This is an optimization exercise on Yosys and OpenROAD, whose aim is small area, a short achievable clock period and few clock cycles per item, not a production implementation.
Power and IR drop assume default switching activity.

==> flow/design.v <==
module DT(
	input			clk,
	input			reset,
	output	reg		done,
	output	reg		sti_rd,
	output		[9:0]	sti_addr,
	input		[15:0]	sti_di,
	output	reg		res_wr,
	output	reg		res_rd,
	output	reg	[13:0]	res_addr,
	output		[7:0]	res_do,
	input		[7:0]	res_di,
	output	reg		fw_finish
	);
function lt6;
	input [5:0] x, y;
	reg [5:0] gt, lt;
	integer i;
	begin
		lt6 = 1'b0;
		for (i = 0; i < 6; i = i + 1)
			lt6 = (~x[i] & y[i]) | (~(x[i] & ~y[i]) & lt6);
	end
endfunction
function [6:0] add7;
	input [6:0] x, y;
	reg [6:0] g, p, c;
	reg t;
	integer i, j, m;
	begin
		g = x & y;
		p = x ^ y;
		for (i = 0; i < 7; i = i + 1) begin
			c[i] = 1'b0;
			for (j = 0; j < i; j = j + 1) begin
				t = g[j];
				for (m = j + 1; m < i; m = m + 1)
					t = t & p[m];
				c[i] = c[i] | t;
			end
		end
		add7 = p ^ c;
	end
endfunction
function [9:0] inc10;
	input [9:0] x;
	reg t;
	integer i, m;
	begin
		for (i = 0; i < 10; i = i + 1) begin
			t = 1'b1;
			for (m = 0; m < i; m = m + 1)
				t = t & x[m];
			inc10[i] = x[i] ^ t;
		end
	end
endfunction
function [5:0] min6;
	input [5:0] x, y;
	min6 = lt6(x, y) ? x : y;
endfunction
function [3:0] lsb16;
	input [15:0] v;
	integer i;
	begin
		lsb16 = 4'd0;
		for (i = 15; i >= 0; i = i - 1)
			if (v[i]) lsb16 = i[3:0];
	end
endfunction
reg s_init, s_fdec, s_fra, s_frb, s_fw, s_fend;
reg s_bfind, s_bgo, s_bru, s_brv, s_bf, s_bl, s_bwn;
reg [5:0] do_r;		 
reg [5:0] a, b;		 
reg [9:0] wcnt;		 
reg [3:0] k;		 
reg xr;			 
reg fobj;		 
reg wv;			 
reg adj;		 
reg nc;			 
reg wrapf;		 
assign res_do = {2'b00, do_r};
assign sti_addr = wcnt ^ {10{fw_finish}};
wire [5:0] di = res_di[5:0];
wire [3:0] kn = k + (fw_finish ? 4'd1 : 4'd15);
wire xn = sti_di[kn];		 
wire [15:0] masked = sti_di & (16'hFFFF << k);
wire mz = (masked == 16'd0);
wire [3:0] f = lsb16(masked);
wire wend = (wcnt == 10'd1015);
wire flast = (res_addr == 14'd16382);
wire lt_adi = lt6(a, di);
wire [5:0] min_adi = lt_adi ? a : di;
wire [5:0] a_p1 = a + 6'd1;
wire [5:0] di_p1 = di + 6'd1;
wire [5:0] min_adi_p1 = lt_adi ? a_p1 : di_p1;
wire [5:0] fm1 = do_r - 6'd1;
wire bwrite = lt6(a, fm1) || lt6(di, fm1);
wire fwr = (s_fdec & !fobj) | s_fw;		 
wire badv = (s_bgo & !adj) | (s_bl & !bwrite & !nc) | (s_bwn & !nc);	 
wire bnext = (s_bl & !bwrite & nc) | (s_bwn & nc);	 
wire [6:0] rsrc = s_bgo ? ~wcnt[9:3] : res_addr[13:7];
wire [6:0] csrc = s_bgo ? ~{wcnt[2:0], k} : res_addr[6:0];
wire r_up = (s_fdec & fobj) | s_brv | s_bl;
wire r_dn = s_fw | s_bf | (s_bgo & adj & !wv) | (s_fdec & !fobj & wrapf);
wire c_m1 = s_fw | s_bf | s_bru | s_bwn;
wire c_p1 = (s_fdec & !fobj) | s_fra | s_frb | (s_bgo & adj & !wv);
wire c_p2 = s_fdec & fobj & wv;
wire [6:0] rnext = add7(rsrc, r_up ? 7'h7f : {6'd0, r_dn});
wire [6:0] cnext = add7(csrc, c_m1 ? 7'h7f : {5'd0, c_p2, c_p1});
always @(posedge clk or negedge reset) begin
	if (!reset) begin
		s_init <= 1'b1;
		s_fdec <= 1'b0;
		s_fra <= 1'b0;
		s_frb <= 1'b0;
		s_fw <= 1'b0;
		s_fend <= 1'b0;
		s_bfind <= 1'b0;
		s_bgo <= 1'b0;
		s_bru <= 1'b0;
		s_brv <= 1'b0;
		s_bf <= 1'b0;
		s_bl <= 1'b0;
		s_bwn <= 1'b0;
		done <= 1'b0;
		fw_finish <= 1'b0;
		sti_rd <= 1'b0;
		res_wr <= 1'b0;
		res_rd <= 1'b0;
		res_addr <= 14'd16383;
		wcnt <= 10'd0;
		k <= 4'd15;
		xr <= 1'b0;
		fobj <= 1'b0;
		wv <= 1'b0;
		wrapf <= 1'b1;
	end else begin
		s_init <= 1'b0;
		s_fdec <= s_init | s_fw | (s_fdec & !fobj & !flast);
		s_fra <= s_fdec & fobj & !wv;
		s_frb <= s_fra;
		s_fw <= (s_fdec & fobj & wv) | s_frb;
		s_fend <= s_fdec & !fobj & flast;
		s_bfind <= s_fend | (s_bfind & mz & !wend) | badv;
		s_bgo <= s_bfind & !mz;
		s_bru <= s_bgo & adj & !wv;
		s_brv <= s_bru;
		s_bf <= (s_bgo & adj & wv) | s_brv | bnext;
		s_bl <= s_bf;
		s_bwn <= s_bl & bwrite;
		done <= done | (s_bfind & mz & wend);
		if (s_fend) fw_finish <= 1'b1;
		res_rd <= (s_fdec & fobj) | s_fra | s_frb | (s_bgo & adj) | s_bru | s_brv | s_bf | bnext;
		res_wr <= fwr | (s_bgo & !adj) | (s_bl & bwrite);
		res_addr <= (s_bl & bwrite) ? ~{wcnt, k} : {rnext, cnext};
		sti_rd <= s_init | (fwr & (k == 4'd1)) | s_fend | (s_bfind & mz & !wend) | (badv & (k == 4'd15));
		if (s_fend)
			wcnt <= 10'd8;
		else if ((fwr & (k == 4'd1)) | (s_bfind & mz & !wend) | (badv & (k == 4'd15)))
			wcnt <= inc10(wcnt);
		if (s_fend | (s_bfind & mz))
			k <= 4'd0;
		else if (s_bfind)
			k <= f;
		else if (fwr | (s_bgo & !adj) | (s_bl & !bwrite) | s_bwn)
			k <= kn;
		if (fwr) wrapf <= s_fdec & (res_addr[6:0] == 7'd126);
		if (fwr) xr <= xn;
		if (s_fdec & !fobj) fobj <= xn & xr;
		else if (s_fw) fobj <= xn;
		if ((s_fdec & !fobj) | s_fend | (s_bgo & !adj)) wv <= 1'b0;
		else if (s_fw | s_bl) wv <= 1'b1;
	end
end
always @(posedge clk) begin
	if (s_fend | (s_bfind & mz)) adj <= 1'b0;
	else if (s_bfind) adj <= adj & (f == k);
	else if (s_bgo) adj <= 1'b1;
	if (s_bf) nc <= xn & (k != 4'd15);
	if (s_init) do_r <= 6'd0;
	else if (s_fdec & !fobj) do_r <= {5'd0, xr};
	else if (s_fw) do_r <= min_adi_p1;
	else if (s_bgo & !adj) do_r <= 6'd1;
	else if (s_bf) do_r <= di;
	else if (s_bl & bwrite) do_r <= min_adi_p1;
	if (s_fdec & fobj) a <= wv ? min6(a, do_r) : do_r;
	else if (s_fra | s_frb | s_brv) a <= min_adi;
	else if (s_fw | s_bl) a <= min6(b, di);
	else if (s_bru) a <= di;
	else if (s_bf) a <= min6(a, do_r);
	if (s_frb | s_fw | s_brv | s_bl) b <= di;
end
endmodule
export LEC_CHECK = 0
export ABC_AREA = 1
export CAP_MARGIN = 20
export CORE_MARGIN = 2
export CORE_UTILIZATION = 55
export PLACE_DENSITY = 0.7
export SETUP_SLACK_MARGIN = 2.45
export SLEW_MARGIN = 20
create_clock -name core_clock -period 5.0 [get_ports {clk}]
standard.sh (not shown) runs the stock make flow with config.mk's settings and CLKGATE_MAP_FILE= SYNTH_SCRIPT=/design/flow/synth_recipe.tcl, a recipe that flattens the netlist after the stock synthesis.
==> flow/flow/run.sh <==
#!/bin/bash
# Standard layout, with plain buffers (instead of delay cells) on the ports.
set -o pipefail
bash standard.sh "BUFFER_PORTS_ARGS=-buffer_cell sky130_fd_sc_hd__buf_1" finish > flow.log 2>&1
The baseline completed with no timing, DRC or antenna violations.
Then changed:
- SETUP_SLACK_MARGIN: 2.45 -> 2.35
The new run ran to the end with no violations. Register-to-register slack loses 40 ps. Critical path depth came out higher by 3. Combinational power falls by a few percent. Synthesized cell count stays the same. Via count is lower by a few percent. Total power came out lower by a few percent. Global-route usage decreases by 0.99 points. Die area does not change.
No functional check of the RTL was part of any run of this note.

==> static timing again, ports no longer ideal <==
No port has a modelled driver above. Below, the same layouts with a new extraction and two added sets of constraints. Step 1: set_driving_cell puts a clkbuf_16 on clk and a buf_2 on each other input, an assumption about the parent block. Step 2 times the ports against the registers' clock, not the clock port: input delays grow and output delays shrink by t, the midpoint of the rising clock arrivals with the driver on. Three values: ideal ports, drivers, drivers and shift; two values: the first two.
run	shift t [ns]	setup WS [ns]	hold WS [ns]	worst register clock-pin slew, ns
the first run	0.373	2.500 / 2.496 / 2.123	0.445 / 0.445 / 0.445	0.09 / 0.09
the second run	0.381	2.431 / 2.443 / 2.063	0.418 / 0.418 / 0.418	0.09 / 0.09
After both steps every run listed still meets setup and hold. For the first run, which loses most, drivers alone change the setup slack by -0.004 ns; drivers and shift together by -0.377 ns.
